Background: an optimization exercise with open tools, aiming at small area. Do not read the settings as production practice. At most, simulation tests tie the RTL to the original design; equivalence was not proved. The RTL of run 2 was laid out without a check of its function. Power and IR drop assume default switching activity.

--- design.v ---
module rpn_debounce #(parameter DELAY = 10) (
        input  logic clk, rst, PB,
        output logic pressed_pulse,
        output logic pressed_status
    );
    localparam W = $clog2(DELAY + 4);
    localparam logic [W-1:0] S_PRESSED  = W'(DELAY + 1);
    localparam logic [W-1:0] S_STABLE   = W'(DELAY + 2);
    localparam logic [W-1:0] S_RELEASED = W'(DELAY + 3);
    logic sync_aux, sync;
    logic [W-1:0] s;
    logic is_pressed, is_stable, is_released, clr, hold;
    generate
        if (DELAY == 10) begin : g_d10
            assign is_pressed  = s[3] & s[1] & s[0];
            assign is_stable   = s[3] & s[2] & ~s[0];
            assign is_released = s[3] & s[2] & s[0];
        end else begin : g_any
            assign is_pressed  = (s == S_PRESSED);
            assign is_stable   = (s == S_STABLE);
            assign is_released = (s == S_RELEASED);
        end
    endgenerate
    assign clr  = (~sync & ~is_stable) | is_released;
    assign hold = sync & is_stable;
    always_ff @(posedge clk) begin
        if (rst) begin
            sync_aux <= 1'b0;
            sync     <= 1'b0;
            s        <= '0;
        end else begin
            sync_aux <= PB;
            sync     <= sync_aux;
            if (clr)        s <= '0;
            else if (!hold) s <= s + 1'b1;
        end
    end
    assign pressed_pulse  = is_pressed;
    assign pressed_status = is_stable;
endmodule
module rpn_fsm (
        input  logic clk, reset, enter_p, undo_p,
        output logic [7:0] st
    );
    localparam logic [2:0] WA = 3'd0, LA = 3'd4, WB = 3'd1, LB = 3'd5,
                           WO = 3'd2, LO = 3'd6, LR = 3'd7, SR = 3'd3;
    logic [2:0] s, n;
    always_comb begin
        n = s;
        case (s)
            WA: if (enter_p) n = LA;
            LA: n = WB;
            WB: if (enter_p) n = LB; else if (undo_p) n = WA;
            LB: n = WO;
            WO: if (enter_p) n = LO; else if (undo_p) n = WB;
            LO: n = LR;
            LR: n = SR;
            default: if (enter_p) n = WA; else if (undo_p) n = WO;
        endcase
    end
    always_ff @(posedge clk) begin
        if (reset) s <= WA;
        else       s <= n;
    end
    assign st = {s == SR, s == LR, s == LO, s == WO, s == LB, s == WB, s == LA, s == WA};
endmodule
module rpn_alu (
        input  logic clk, reset, ld_a, ld_b, ld_op, ld_res, show,
        input  logic [15:0] DataIn,
        output logic [3:0] Flags,
        output logic [15:0] R,
        output logic        r_ne_in
    );
    logic [15:0] A, B;
    logic [1:0]  Op;
    always_ff @(posedge clk) begin
        if (ld_a) A  <= DataIn;
        if (ld_b) B  <= DataIn;
        if (ld_op) Op <= DataIn[1:0];
    end
    logic [15:0] bx, g, p;
    logic [16:0] c;
    logic        sub;
    assign sub  = ~Op[1] & Op[0];
    assign bx   = B ^ {16{sub}};
    assign g    = A & bx;
    assign p    = A ^ bx;
    assign c[0] = sub;
    for (genvar i = 0; i < 16; i++) begin : g_add
        assign c[i+1] = g[i] | (p[i] & c[i]);
        assign R[i]   = Op[1] ? (Op[0] ? g[i] : (p[i] | g[i])) : (p[i] ^ c[i]);
    end
    logic cN, cZ, cC, cV;
    assign cN = R[15];
    assign cZ = (R == 16'd0);
    assign cC = ~Op[1] & c[16] & (~Op[0] | (B != 16'd0));
    assign cV = ~Op[1] & (c[16] ^ c[15]);
    always_ff @(posedge clk) begin
        if (reset)       Flags <= 4'd0;
        else if (ld_res) Flags <= {cN, cZ, cC, cV};
    end
    assign r_ne_in = (R != DataIn);
endmodule
module rpn_conv (
        input  logic clk, reset, ld_res, show, r_ne_in,
        input  logic [15:0] DataIn, R,
        output logic [15:0] disp,
        output logic [18:0] bcd,
        output logic        bcd_valid
    );
    logic [15:0] prev;
    assign disp = show ? prev : DataIn;
    always_ff @(posedge clk) begin
        if (reset)                prev <= 16'd0;
        else if (ld_res | show)   prev <= R;
        else                      prev <= DataIn;
    end
    logic u1;
    always_ff @(posedge clk) u1 <= ld_res & r_ne_in;
    logic update;
    assign update = show ? u1 : (prev != DataIn);
    logic [5:0] cnt;
    logic       t_wait, t_load;
    logic       cidle;
    assign cidle = (cnt == 6'd0);
    always_ff @(posedge clk) begin
        if (reset) begin
            t_wait <= 1'b0;
            t_load <= 1'b0;
            cnt    <= 6'd0;
        end else begin
            t_wait <= (~t_wait & update) | (t_wait & ~cidle);
            t_load <= t_wait & cidle;
            cnt    <= cnt + {5'd0, (~cidle | t_load)};
        end
    end
    logic [17:0] sh;
    logic        bit_in;
    logic [17:0] sh_a3;
    assign bit_in = cnt[5] & disp[~cnt[4:1]];
    function automatic logic [3:0] add3(input logic [3:0] d);
        add3[3] = d[3] | (d[2] & (d[1] | d[0]));
        add3[2] = (d[2] & ~d[1] & ~d[0]) | (d[3] & d[0]);
        add3[1] = (d[1] & ~d[2]) | (d[1] & d[0]) | (d[3] & ~d[0]);
        add3[0] = (~d[3] & ~d[2] & d[0]) | (d[2] & d[1] & ~d[0]) | (d[3] & ~d[0]);
    endfunction
    assign sh_a3 = {sh[17:16], add3(sh[15:12]), add3(sh[11:8]), add3(sh[7:4]), add3(sh[3:0])};
    always_ff @(posedge clk) begin
        if (cnt[5] & ~cnt[0]) sh <= sh_a3;
        else                  sh <= {sh[16:0], bit_in};
    end
    always_ff @(posedge clk) begin
        if (cnt == 6'd63) bcd <= {sh, disp[0]};
        if (reset)             bcd_valid <= 1'b0;
        else if (cnt == 6'd63) bcd_valid <= 1'b1;
    end
endmodule
module rpn_disp (
        input  logic clk, reset, fmt,
        input  logic [15:0] disp,
        input  logic [18:0] bcd,
        input  logic        bcd_valid,
        output logic [6:0] Segments,
        output logic [4:0] Anodes
    );
    logic [2:0] sel;
    always_ff @(posedge clk) begin
        if (reset) sel <= 3'd0;
        else       sel <= sel + 3'd1;
    end
    logic [3:0] hex_nib, bcd_nib, dig;
    always_comb begin
        case (sel[1:0])
            2'd0: hex_nib = disp[3:0];
            2'd1: hex_nib = disp[7:4];
            2'd2: hex_nib = disp[11:8];
            default: hex_nib = disp[15:12];
        endcase
        case (sel[1:0])
            2'd0: bcd_nib = bcd[3:0];
            2'd1: bcd_nib = bcd[7:4];
            2'd2: bcd_nib = bcd[11:8];
            default: bcd_nib = bcd[15:12];
        endcase
        if (sel[2]) bcd_nib = (sel[1:0] == 2'd0) ? {1'b0, bcd[18:16]} : 4'd0;
        if (fmt) dig = bcd_valid ? bcd_nib : 4'd0;
        else     dig = sel[2] ? 4'd0 : hex_nib;
    end
    always_comb begin
        case (dig)
            4'h0: Segments = 7'b100_0000;
            4'h1: Segments = 7'b111_1001;
            4'h2: Segments = 7'b010_0100;
            4'h3: Segments = 7'b011_0000;
            4'h4: Segments = 7'b001_1001;
            4'h5: Segments = 7'b001_0010;
            4'h6: Segments = 7'b000_0010;
            4'h7: Segments = 7'b111_1000;
            4'h8: Segments = 7'b000_0000;
            4'h9: Segments = 7'b001_1000;
            4'ha: Segments = 7'b000_1000;
            4'hb: Segments = 7'b000_0011;
            4'hc: Segments = 7'b100_0110;
            4'hd: Segments = 7'b010_0001;
            4'he: Segments = 7'b000_0110;
            default: Segments = 7'b000_1110;
        endcase
    end
    always_comb begin
        case (sel)
            3'd0: Anodes = 5'b11110;
            3'd1: Anodes = 5'b11101;
            3'd2: Anodes = 5'b11011;
            3'd3: Anodes = 5'b10111;
            3'd4: Anodes = 5'b01111;
            default: Anodes = 5'b11111;
        endcase
    end
endmodule
module Act3_RPCalculator #(parameter N_debouncer = 10) (
        input  logic        clk, resetN,
        input  logic        Enter, Undo, DisplayFormat,
        input  logic [15:0] DataIn,
        output logic [3:0]  Flags,
        output logic [7:0]  CurrentState,
        output logic [6:0]  Segments,
        output logic [4:0]  Anodes
    );
    logic reset_aux, reset;
    always_ff @(posedge clk) begin
        reset_aux <= ~resetN;
        reset     <= reset_aux;
    end
    logic enter_p, undo_p, fmt;
    rpn_debounce #(N_debouncer) db_enter (.clk(clk), .rst(reset), .PB(Enter),
        .pressed_pulse(enter_p), .pressed_status());
    rpn_debounce #(N_debouncer) db_undo  (.clk(clk), .rst(reset), .PB(Undo),
        .pressed_pulse(undo_p), .pressed_status());
    rpn_debounce #(N_debouncer) db_fmt   (.clk(clk), .rst(reset), .PB(DisplayFormat),
        .pressed_pulse(), .pressed_status(fmt));
    logic [7:0] st;
    rpn_fsm fsm (.clk(clk), .reset(reset), .enter_p(enter_p), .undo_p(undo_p), .st(st));
    assign CurrentState = st;
    logic [15:0] disp, R;
    logic        r_ne_in;
    rpn_alu alu (.clk(clk), .reset(reset), .ld_a(st[1]), .ld_b(st[3]), .ld_op(st[5]),
        .ld_res(st[6]), .show(st[7]), .DataIn(DataIn), .Flags(Flags), .R(R), .r_ne_in(r_ne_in));
    logic [18:0] bcd;
    logic        bcd_valid;
    rpn_conv conv (.clk(clk), .reset(reset), .ld_res(st[6]), .show(st[7]), .r_ne_in(r_ne_in),
        .DataIn(DataIn), .R(R), .disp(disp), .bcd(bcd), .bcd_valid(bcd_valid));
    rpn_disp dsp (.clk(clk), .reset(reset), .fmt(fmt), .disp(disp), .bcd(bcd), .bcd_valid(bcd_valid),
        .Segments(Segments), .Anodes(Anodes));
endmodule
--- flow/run.sh ---
#!/bin/bash
# Own layout flow: the standard flow, with the combinational logic of the
# standard synthesis re-mapped by area-oriented ABC scripts (flow/abc*.script,
# no adder cells; the smallest result is kept), and the smallest buffer on
# the ports. Registers (names, count, cell types) are those of the standard
# synthesis: the flow checks this before using a re-mapped netlist and falls
# back to the standard netlist otherwise.
set -euo pipefail
W=$(pwd)
R=$W/orfs/results/$FLOW_PLATFORM/Act3_RPCalculator/base
source $W/flow/knobs.sh

# 1. the standard synthesis (the reference for register names)
bash standard.sh synth > $W/std_synth.log 2>&1
cp $R/1_2_yosys.v $W/std_1_2_yosys.v

# 2. the same synthesis script with other ABC scripts and no adder mapping
own_synth() {
    local i=$1
    rm -rf $W/own_scripts_$i $W/own_$i
    cp -r $FLOW_HOME/scripts $W/own_scripts_$i
    cp $W/flow/abc$i.script $W/own_scripts_$i/abc_area.script
    make -C $FLOW_HOME DESIGN_CONFIG=$W/config.mk WORK_HOME=$W/own_$i CLKGATE_MAP_FILE= \
        SYNTH_SCRIPT=$W/synth_recipe.tcl SCRIPTS_DIR=$W/own_scripts_$i ABC_AREA=1 ADDER_MAP_FILE= \
        synth > $W/own_synth_$i.log 2>&1 || true
}
N=$(ls $W/flow/abc*.script | wc -l)
for i in $(seq 1 $N); do own_synth $i & done
wait

# 3. keep the smallest re-mapped netlist that has exactly the standard
#    synthesis's registers
BEST=""; BEST_AREA=""
: > $W/check_regs.log
for i in $(seq 1 $N); do
    OWN=$W/own_$i/results/$FLOW_PLATFORM/Act3_RPCalculator/base/1_2_yosys.v
    STAT=$W/own_$i/reports/$FLOW_PLATFORM/Act3_RPCalculator/base/synth_stat.txt
    [[ -f $OWN && -f $STAT ]] || continue
    if python3 $W/flow/check_regs.py $W/std_1_2_yosys.v $OWN >> $W/check_regs.log 2>&1; then
        A=$(grep "Chip area for module" $STAT | tail -1 | awk '{print $NF}')
        echo "abc$i: area $A" >> $W/check_regs.log
        if [[ -z $BEST_AREA ]] || python3 -c "import sys; sys.exit(0 if $A < $BEST_AREA else 1)"; then
            BEST=$OWN; BEST_AREA=$A
        fi
    fi
done
if [[ -n $BEST ]]; then
    cp $BEST $R/1_2_yosys.v
    echo "using $BEST ($BEST_AREA)" >> $W/check_regs.log
else
    echo "using the standard netlist" >> $W/check_regs.log
fi
rm -f $R/1_synth.odb $R/1_synth.sdc

# 4. the rest of the standard flow, with the port buffer and clock tree
#    settings of knobs.sh
bash standard.sh "BUFFER_PORTS_ARGS=-buffer_cell $PORT_BUF" "CTS_ARGS=$CTS" "${EXTRA[@]}" finish > $W/std_layout.log 2>&1
--- flow/abc1.script ---
strash
dc2
dch -f
amap
topo
--- flow/abc2.script ---
strash
dch -f
amap
strash
dch -f
amap
topo
--- flow/abc3.script ---
strash
dc2
dc2
dch -f
amap
topo
--- flow/abc4.script ---
strash
&get -n
&dc2
&put
dch -f
amap
topo
--- flow/check_regs.py ---
# Compare the registers of two flat gate-level netlists: instance name and
# cell type (drive strength stripped) of every flip-flop or latch.
import re, sys

SEQ = re.compile(r'sky130_fd_sc_hd__(df|edf|sdf|dl|sedf)')

def regs(path):
    text = open(path).read()
    out = {}
    for m in re.finditer(r'^\s*(sky130_fd_sc_hd__\w+)\s+(\\\S+|\S+)\s*\(', text, re.M):
        cell, name = m.group(1), m.group(2)
        if SEQ.match(cell) and not cell.startswith('sky130_fd_sc_hd__dlygate') \
                and not cell.startswith('sky130_fd_sc_hd__dlymetal'):
            out[name] = re.sub(r'_\d+$', '', cell)
    return out

a, b = regs(sys.argv[1]), regs(sys.argv[2])
print(f"standard: {len(a)} registers, re-mapped: {len(b)} registers")
if a != b:
    for k in sorted(set(a) | set(b)):
        if a.get(k) != b.get(k):
            print("differs:", k, a.get(k), b.get(k))
    sys.exit(1)
print("registers match")
--- flow/knobs.sh ---
# settings for run.sh
# port buffers
PORT_BUF=sky130_fd_sc_hd__buf_1
# clock tree: small buffers and no dummy loads
CTS="-sink_clustering_enable -repair_clock_nets -dont_use_dummy_load"
CTS="$CTS -buf_list {sky130_fd_sc_hd__clkbuf_4} -root_buf sky130_fd_sc_hd__clkbuf_8"
CTS="$CTS -sink_clustering_size 16 -sink_clustering_max_diameter 60"
EXTRA=()
--- standard.sh ---
#!/bin/bash
# synth_recipe.tcl (not shown) runs the flow's synth.tcl, then flattens the netlist and writes it again
# the make line also repeats each setting of config.mk as NAME=value (left out here)
make -C /OpenROAD-flow-scripts/flow DESIGN_CONFIG=/design/flow/config.mk WORK_HOME=/design/flow/orfs CLKGATE_MAP_FILE= SYNTH_SCRIPT=/design/flow/synth_recipe.tcl "${@:-finish}"
--- config.mk ---
export PLATFORM = sky130hd
export DESIGN_NAME = Act3_RPCalculator
export DESIGN_NICKNAME = Act3_RPCalculator
export VERILOG_FILES = /design/flow/design.v
export SDC_FILE = /design/flow/constraint.sdc
export NUM_CORES = 4
export LEC_CHECK = 0
export ABC_AREA = 1
export CAP_MARGIN = 20
export CORE_MARGIN = 2
export CORE_UTILIZATION = 60
export SLEW_MARGIN = 20
--- constraint.sdc ---
create_clock -name core_clock -period 7.0 [get_ports {clk}]
set_input_delay 1.4000 -clock core_clock [delete_from_list [all_inputs] [get_ports {clk}]]
set_output_delay 1.4000 -clock core_clock [all_outputs]
set_load 0.01 [all_outputs]
==> results of run 1 <==
[worst max path at each step]
stage	to	slack, ns
6_report	Segments[6]	0.76
5_1_grt	conv.u1$_DFF_P_	0.08
4_1_cts	conv.u1$_DFF_P_	0.59
3_5_place_dp	conv.u1$_DFF_P_	0.63
3_3_place_gp	conv.u1$_DFF_P_	1.05
2_1_floorplan	conv.u1$_DFF_P_	0.96
[final cells by class]
class,count,area [um^2],share of cell area
clock buffer,17,134,0.0202
inverter,75,282,0.0425
multi-input combinational,510,2700,0.408
sequential,127,3090,0.467
tap,133,166,0.0251
timing repair buffer,55,248,0.0374
[per-layer routing]
metal,share of wire,wire length (um),global-route usage,vias up
li1,-,-,-,2780
met1,0.45,6280,0.320,2483
met2,0.48,6710,0.429,152
met3,0.046,643,0.0661,33
met4,0.026,363,0.119,0
met5,0,0,0,-
[sequential cells by signal (all words and copies together) (netlist names), 4 cells and up]
signal and cells:
conv.bcd 19, conv.sh 18, alu.A 16, alu.B 16, conv.prev 16, conv.cnt 6, alu.Flags 4, db_enter.s 4
db_fmt.s 4, db_undo.s 4
[worst max-delay path: cells and delay by family (launching register included)]
| family | cells | cell delay (ns) |
|---|---|---|
| AO/OA/AOI/OAI | 5 | 1.93 |
| AND/OR/NAND/NOR | 2 | 0.58 |
| buffers and inverters | 6 | 1.54 |
| flip-flops | 1 | 0.38 |
[through the flow]
step / instances / total power [uW] / area (um^2) / worst slack [ns] / utilization
floorplan: 717 / 923 / 6100 / 0.960 / -
global placement: 897 / 964 / 6460 / 1.05 / 0.658
detailed placement: 897 / 971 / 6460 / 0.626 / 0.658
CTS: 914 / 1300 / 6600 / 0.594 / 0.672
global route: 917 / 1350 / 6620 / 0.0757 / 0.674
finish: 917 / 1290 / 6620 / 0.761 / 0.674
[placed cells by master (no fill, tap or decap), types with 2 or more instances in the layout]
| master | n |
|---|---|
| nor2_1 | 153 |
| clkinv_1 | 75 |
| dfxtp_1 | 72 |
| a21oi_1 | 61 |
| edfxtp_1 | 55 |
| o21ai_0 | 52 |
| nand2_1 | 46 |
| buf_1 | 44 |
| o22ai_1 | 38 |
| nor3_1 | 30 |
| clkbuf_4 | 16 |
| o32ai_1 | 15 |
| a211oi_1 | 15 |
| buf_4 | 11 |
| nor2b_1 | 10 |
| a32oi_1 | 9 |
| and2_0 | 9 |
| a221oi_1 | 7 |
| nand3_1 | 7 |
| o21a_1 | 6 |
| a311oi_1 | 4 |
| a222oi_1 | 4 |
| a21o_1 | 4 |
| nand4_1 | 4 |
| a221o_1 | 3 |
| nor4_1 | 3 |
| o32a_1 | 3 |
| or2_0 | 3 |
| o21bai_1 | 3 |
| a31oi_1 | 2 |
| and3_1 | 2 |
| a22oi_1 | 2 |
| o211ai_1 | 2 |
| nor4b_1 | 2 |
| or4_1 | 2 |
[report_power, final]
group / internal, uW / switching [uW] / total (uW)
sequential: 788 / 18.2 / 806
clock: 119 / 219 / 338
combinational: 55.1 / 95.4 / 150
[timing repair]
action / in CTS / in global routing
setup endpoints to repair: 0 / 4
gates resized for setup: 0 / 1
hold buffers: 0 / 0
buffers inserted: 0 / 3
==> run summary, run 1 <==
GP Congestion 0.888; crit end category output port; Die Ht 105 um; WS Path Type flop to output port; Critical Path AT 4.84 ns; # rows 36; drt total wl 14000 um; most common cell type on the critical path clkinv_1; die area 11000 um^2; setup TNS 0 ns; wire per inst 15.3 um; All-Layer GR Usage 0.260; Synth Instances 717; Netlist Area Pre-Place 6100 um^2; Synth-to-Final Area Change 8.49%; Rel. slew slack 0.499; syn_area_per_cell 8.51 um^2; via count 5448; fill cell count 837; I/O pin count 45; Port Buffers 44; nets 807; CTS root buf clkbuf_8; Worst-Margin Slew 0.750 ns; final period utilization 0.891; pin count of the biggest net entering global routing 25; Crit path required time 5.60 ns; # DRC 0; Clk pin slew, worst setup/hold paths 0.11 ns; worst flop-to-flop path endpoint conv.u1$_DFF_P_; Static Leak 0.00221 uW; syn_nets 738; hold depth 0; vias in the first global route 5050; Peak supply drop 0.195 mV; Hold Crit Class flop to flop; Worst Setup SP fsm.s[0]$_SDFFE_PP0P_; final setup fails 0; RSZ-0062 raised after global routing no; Initial Util 0.622; antenna cells 0; critical path cell sequence clkinv_1 -> nor2_1 -> clkinv_1 -> nor2_1 -> clkinv_1 -> o22ai_1 -> a211oi_1 -> o32ai_1 -> clkinv_1 -> o21ai_0 -> clkinv_1 -> o32ai_1 -> buf_1; first-pass GRT wire length 22900 um; Hold EP reset$_DFF_P_; status complete, no violations; share of layout cells above drive strength 1 0.0383; drt initial violations 330; Hold Slack 0.347 ns; CTS tree done; R2R depth 38; total CTS buffers 17; Remaining Overflow, GRT 0; clock latency (worst-skew pair) 0.43 ns; worst-path fanout max 20; Routed Antenna Nets 0; Post-DP HPWL 10300 um; Setup crit start kind flop; H-tree levels 4; max-cap viol count 0; R2R Path Start alu.Op[0]$_DFFE_PP_; CP max-delay cell o32ai_1; reg2reg setup slack 0.99 ns; first-pass detailed-route iteration total 6; # clock sinks 127; Placeable Area 9820 um^2; YS warnings 6; Crit path largest cell delay 0.70 ns; Hold Crit Start reset_aux$_DFF_P_; Vias/cell 5.94; Die Wd 105 um; fmax 0.160 GHz; PD cells 195 nW/um^2; Hold Violations, Final 0; Clock Tree Buf Depth 2; skew final 0.0331 ns; Max Transition Viols Final 0; crit path time final 6.24 ns; initial antenna violation count 0
==> inputs of run 2 (changes only) <==
--- a/design.v
+++ b/design.v
@@ -42,3 +42,3 @@
         input  logic clk, reset, enter_p, undo_p,
-        output logic [7:0] st
+        output logic [2:0] s
     );
@@ -46,3 +46,3 @@
                            WO = 3'd2, LO = 3'd6, LR = 3'd7, SR = 3'd3;
-    logic [2:0] s, n;
+    logic [2:0] n;
     always_comb begin
@@ -64,6 +64,6 @@
     end
-    assign st = {s == SR, s == LR, s == LO, s == WO, s == LB, s == WB, s == LA, s == WA};
 endmodule
 module rpn_alu (
-        input  logic clk, reset, ld_a, ld_b, ld_op, ld_res, show,
+        input  logic clk, reset,
+        input  logic [2:0] s,
         input  logic [15:0] DataIn,
@@ -73,2 +73,4 @@
     );
+    localparam logic [2:0] WA = 3'd0, LA = 3'd4, WB = 3'd1, LB = 3'd5,
+                           WO = 3'd2, LO = 3'd6, LR = 3'd7, SR = 3'd3;
     logic [15:0] A, B;
@@ -76,5 +78,5 @@
     always_ff @(posedge clk) begin
-        if (ld_a) A  <= DataIn;
-        if (ld_b) B  <= DataIn;
-        if (ld_op) Op <= DataIn[1:0];
+        if (s == LA) A  <= DataIn;
+        if (s == LB) B  <= DataIn;
+        if (s == LO) Op <= DataIn[1:0];
     end
@@ -99,3 +101,3 @@
         if (reset)       Flags <= 4'd0;
-        else if (ld_res) Flags <= {cN, cZ, cC, cV};
+        else if (s == LR) Flags <= {cN, cZ, cC, cV};
     end
@@ -104,3 +106,4 @@
 module rpn_conv (
-        input  logic clk, reset, ld_res, show, r_ne_in,
+        input  logic clk, reset, r_ne_in,
+        input  logic [2:0] s,
         input  logic [15:0] DataIn, R,
@@ -110,7 +113,9 @@
     );
+    localparam logic [2:0] WA = 3'd0, LA = 3'd4, WB = 3'd1, LB = 3'd5,
+                           WO = 3'd2, LO = 3'd6, LR = 3'd7, SR = 3'd3;
     logic [15:0] prev;
-    assign disp = show ? prev : DataIn;
+    assign disp = (s == SR) ? prev : DataIn;
     always_ff @(posedge clk) begin
         if (reset)                prev <= 16'd0;
-        else if (ld_res | show)   prev <= R;
+        else if (s == LR || s == SR) prev <= R;
         else                      prev <= DataIn;
@@ -118,5 +123,5 @@
     logic u1;
-    always_ff @(posedge clk) u1 <= ld_res & r_ne_in;
+    always_ff @(posedge clk) u1 <= (s == LR) & r_ne_in;
     logic update;
-    assign update = show ? u1 : (prev != DataIn);
+    assign update = (s == SR) ? u1 : (prev != DataIn);
     logic [5:0] cnt;
@@ -228,7 +233,8 @@
     );
-    logic reset_aux, reset;
-    always_ff @(posedge clk) begin
-        reset_aux <= ~resetN;
-        reset     <= reset_aux;
-    end
+    logic resetN_aux, resetN_sync, reset;
+    always_ff @(posedge clk) begin
+        resetN_aux  <= resetN;
+        resetN_sync <= resetN_aux;
+    end
+    assign reset = ~resetN_sync;
     logic enter_p, undo_p, fmt;
@@ -240,12 +246,12 @@
         .pressed_pulse(), .pressed_status(fmt));
-    logic [7:0] st;
-    rpn_fsm fsm (.clk(clk), .reset(reset), .enter_p(enter_p), .undo_p(undo_p), .st(st));
-    assign CurrentState = st;
+    logic [2:0] s;
+    rpn_fsm fsm (.clk(clk), .reset(reset), .enter_p(enter_p), .undo_p(undo_p), .s(s));
+    assign CurrentState = {s == 3'd3, s == 3'd7, s == 3'd6, s == 3'd2,
+                           s == 3'd5, s == 3'd1, s == 3'd4, s == 3'd0};
     logic [15:0] disp, R;
     logic        r_ne_in;
-    rpn_alu alu (.clk(clk), .reset(reset), .ld_a(st[1]), .ld_b(st[3]), .ld_op(st[5]),
-        .ld_res(st[6]), .show(st[7]), .DataIn(DataIn), .Flags(Flags), .R(R), .r_ne_in(r_ne_in));
+    rpn_alu alu (.clk(clk), .reset(reset), .s(s), .DataIn(DataIn), .Flags(Flags), .R(R), .r_ne_in(r_ne_in));
     logic [18:0] bcd;
     logic        bcd_valid;
-    rpn_conv conv (.clk(clk), .reset(reset), .ld_res(st[6]), .show(st[7]), .r_ne_in(r_ne_in),
+    rpn_conv conv (.clk(clk), .reset(reset), .s(s), .r_ne_in(r_ne_in),
         .DataIn(DataIn), .R(R), .disp(disp), .bcd(bcd), .bcd_valid(bcd_valid));
==> flow/run.sh (replaced) <==
#!/bin/bash
# Own layout flow: the standard flow, with the combinational logic of the
# standard synthesis re-mapped by an area-oriented ABC script (no adder cells),
# and the smallest buffer on the ports. Registers (names, count, cell types)
# are those of the standard synthesis; the flow checks this before using the
# re-mapped netlist and falls back to the standard netlist otherwise.
set -euo pipefail
W=$(pwd)
R=$W/orfs/results/$FLOW_PLATFORM/Act3_RPCalculator/base

# 1. the standard synthesis (the reference for register names)
bash standard.sh synth > $W/std_synth.log 2>&1
cp $R/1_2_yosys.v $W/std_1_2_yosys.v

# 2. the same synthesis script with another ABC script and no adder mapping
rm -rf $W/own_scripts $W/own
cp -r $FLOW_HOME/scripts $W/own_scripts
cp $W/flow/abc_area.script $W/own_scripts/abc_area.script
make -C $FLOW_HOME DESIGN_CONFIG=$W/config.mk WORK_HOME=$W/own CLKGATE_MAP_FILE= \
    SYNTH_SCRIPT=$W/synth_recipe.tcl SCRIPTS_DIR=$W/own_scripts ABC_AREA=1 ADDER_MAP_FILE= \
    synth > $W/own_synth.log 2>&1 || true
OWN=$W/own/results/$FLOW_PLATFORM/Act3_RPCalculator/base/1_2_yosys.v

# 3. use it only if it has exactly the standard synthesis's registers
if [[ -f $OWN ]] && python3 $W/flow/check_regs.py $W/std_1_2_yosys.v $OWN > $W/check_regs.log 2>&1; then
    cp $OWN $R/1_2_yosys.v
    echo "using the re-mapped netlist" >> $W/check_regs.log
else
    echo "using the standard netlist" >> $W/check_regs.log
fi
rm -f $R/1_synth.odb $R/1_synth.sdc

# 4. the rest of the standard flow
# clock tree and port buffer settings
source $W/flow/knobs.sh
bash standard.sh "BUFFER_PORTS_ARGS=-buffer_cell $PORT_BUF" "CTS_ARGS=$CTS" $EXTRA finish > $W/std_layout.log 2>&1
==> flow/abc_area.script (new file) <==
strash
dc2
dch -f
amap
topo
--- a/flow/knobs.sh
+++ b/flow/knobs.sh
@@ -1,3 +1,2 @@
 # settings for run.sh
-# port buffers
 PORT_BUF=sky130_fd_sc_hd__buf_1
@@ -7,2 +6,2 @@
 CTS="$CTS -sink_clustering_size 16 -sink_clustering_max_diameter 60"
-EXTRA=()
+EXTRA=""
removed: flow/abc1.script
removed: flow/abc2.script
removed: flow/abc3.script
removed: flow/abc4.script
==> run 2 against run 1 <==
Effect of this change: via count increased by 1.5%; non-clock buffer count decreased by 3; highest routed layer unchanged; sequential share of layout area decreased by 0.12 points; largest cell class unchanged; sequential power about the same.
==> run summary, run 2 <==
antenna cells 0; critical path cell sequence clkinv_1 -> nor2_1 -> clkinv_1 -> nor2_1 -> buf_4 -> clkinv_1 -> o22ai_1 -> a211oi_1 -> o32ai_1 -> clkinv_1 -> o21ai_0 -> clkinv_1 -> o32ai_1 -> buf_1; skew final 0.0371 ns; Routed Antenna Nets 0; nets 801; final setup fails 0; wire per inst 15.9 um; first-pass GRT wire length 23700 um; syn_area_per_cell 8.61 um^2; die area 11000 um^2; crit end category output port; Max Transition Viols Final 0; Crit path required time 5.60 ns; crit path time final 6.37 ns; met1 wire length 6350 um; Cells after DPL 894; post-route cell area 6640 um^2; setup TNS 0 ns; Layout Utilization 0.676; top sig layer met4; most frequent cells in the layout nor2_1 (139), dfxtp_1 (72), clkinv_1 (71); area occupied by multi-input gates 2750 um^2; crit-path leading delay family compound AO/OA/AOI/OAI gates; CTS tree done; Hold Crit Class flop to flop; Post-DP HPWL 10700 um; WS Path Type flop to output port; Netlist Area Pre-Place 6110 um^2; I/O pin count 45; syn_nets 730; CP max-delay cell o32ai_1; Largest Register conv.bcd; Hold Violations, Final 0; status complete, no violations; # clock sinks 127; All-Layer GR Usage 0.271; most common cell type on the critical path clkinv_1; Remaining Overflow, GRT 0; Setup crit start kind flop; metal3 WL 658 um; clock latency (worst-skew pair) 0.41 ns; final period utilization 0.910; total CTS buffers 17; Vias/cell 6.07; Die Ht 105 um; Critical Path AT 4.97 ns; RSZ-0062 raised after global routing no; Static Leak 0.00217 uW; commonest non-fill, non-tap cell in the layout nor2_1; vias in the first global route 5038; Clk pin slew, worst setup/hold paths 0.11 ns; H-tree levels 4; setup repair bufs after CTS 0; Crit path largest cell delay 0.66 ns; max-cap viol count 0; # rows 36; Synth-to-Final Area Change 8.73%; PD cells 195 nW/um^2; # DRC 0; Peak supply drop 0.172 mV; GP Congestion 0.940; Rel. slew slack 0.403; register area 3090 um^2; drt total wl 14400 um; Synth Instances 709; final non-filler cell total 911; Placeable Area 9820 um^2; Clock Tree Buf Depth 2; fmax 0.157 GHz; worst-path fanout max 19; top flop regs conv.bcd x19, conv.sh x18; share of layout cells above drive strength 1 0.0347; Worst-Margin Slew 0.889 ns; pin count of the biggest net entering global routing 28; via count 5531; dpl cell area 6500 um^2; Buf+Inv Stages, Crit Path 7; CTS root buf clkbuf_8; YS warnings 6; drt initial violations 359; Port Buffers 44; initial antenna violation count 0; Die Wd 105 um; WL met2 7090 um; Initial Util 0.622; fill cell count 855; max reg flops 19; first-pass detailed-route iteration total 5
-- run 2: per-layer routing --
metal,vias to the layer above,track usage
li1,2778,-
met1,2559,0.334
met2,160,0.467
met3,34,0.0568
met4,0,0.102
met5,-,0
-- run 2: timing repair --
item / in CTS / in global routing
hold buffers: 0 / 0
gates resized for setup: 0 / 1
setup endpoints to repair: 0 / 1
-- run 2: power by group --
group | internal, uW | total [uW] | switching, uW
registers | 787 | 807 | 19.9
logic | 54.1 | 149 | 94.9
clock network | 119 | 338 | 219
-- run 2: area by class of cell --
type / count / share of cell area
inverter: 71 / 0.0401
clock buffer: 17 / 0.0202
multi-input combinational: 511 / 0.415
timing repair buffer: 52 / 0.0339
tap: 133 / 0.0251
sequential: 127 / 0.466
-- run 2: metrics by stage --
step	power (uW)	setup slack, ns	hold WS [ns]
after detailed placement	970	0.899	0.312
after floorplan	923	0.932	0.310
after global placement	965	1.19	0.310
after global routing	1350	0.217	0.346
after CTS	1300	0.694	0.340
final	1290	0.629	0.340
-- run 2: path summary, 6_finish.rpt --
check             depth (start not counted)                   from                   to  slack [ns]
setup / recovery                         14  fsm.s[0]$_SDFFE_PN0P_          Segments[6]        0.63
hold / removal                            0     resetN_aux$_DFF_P_  resetN_sync$_DFF_P_        0.34
setup reg to reg                         37    alu.Op[0]$_DFFE_PP_      conv.u1$_DFF_P_        0.98
hold reg to reg                           0     resetN_aux$_DFF_P_  resetN_sync$_DFF_P_        0.34

==> what the ideal ports hide <==
No port has a modelled driver above. Below, the same layouts with a new extraction and two added sets of constraints. Step 1: set_driving_cell puts a clkbuf_16 on clk and a buf_2 on each other input, an assumption about the parent block. Step 2 times the ports against the registers' clock, not the clock port: input delays grow and output delays shrink by t, the midpoint of the rising clock arrivals with the driver on. Three values: ideal, step 1, step 2; two values: the first two.
run	t, ns	slack for setup (ns)	cell pins on the clock port's net
run 1	0.443	0.761 / 0.727 / 0.988	1
run 2	0.428	0.629 / 0.595 / 0.985	1
After both steps setup and hold are still met in every run listed.
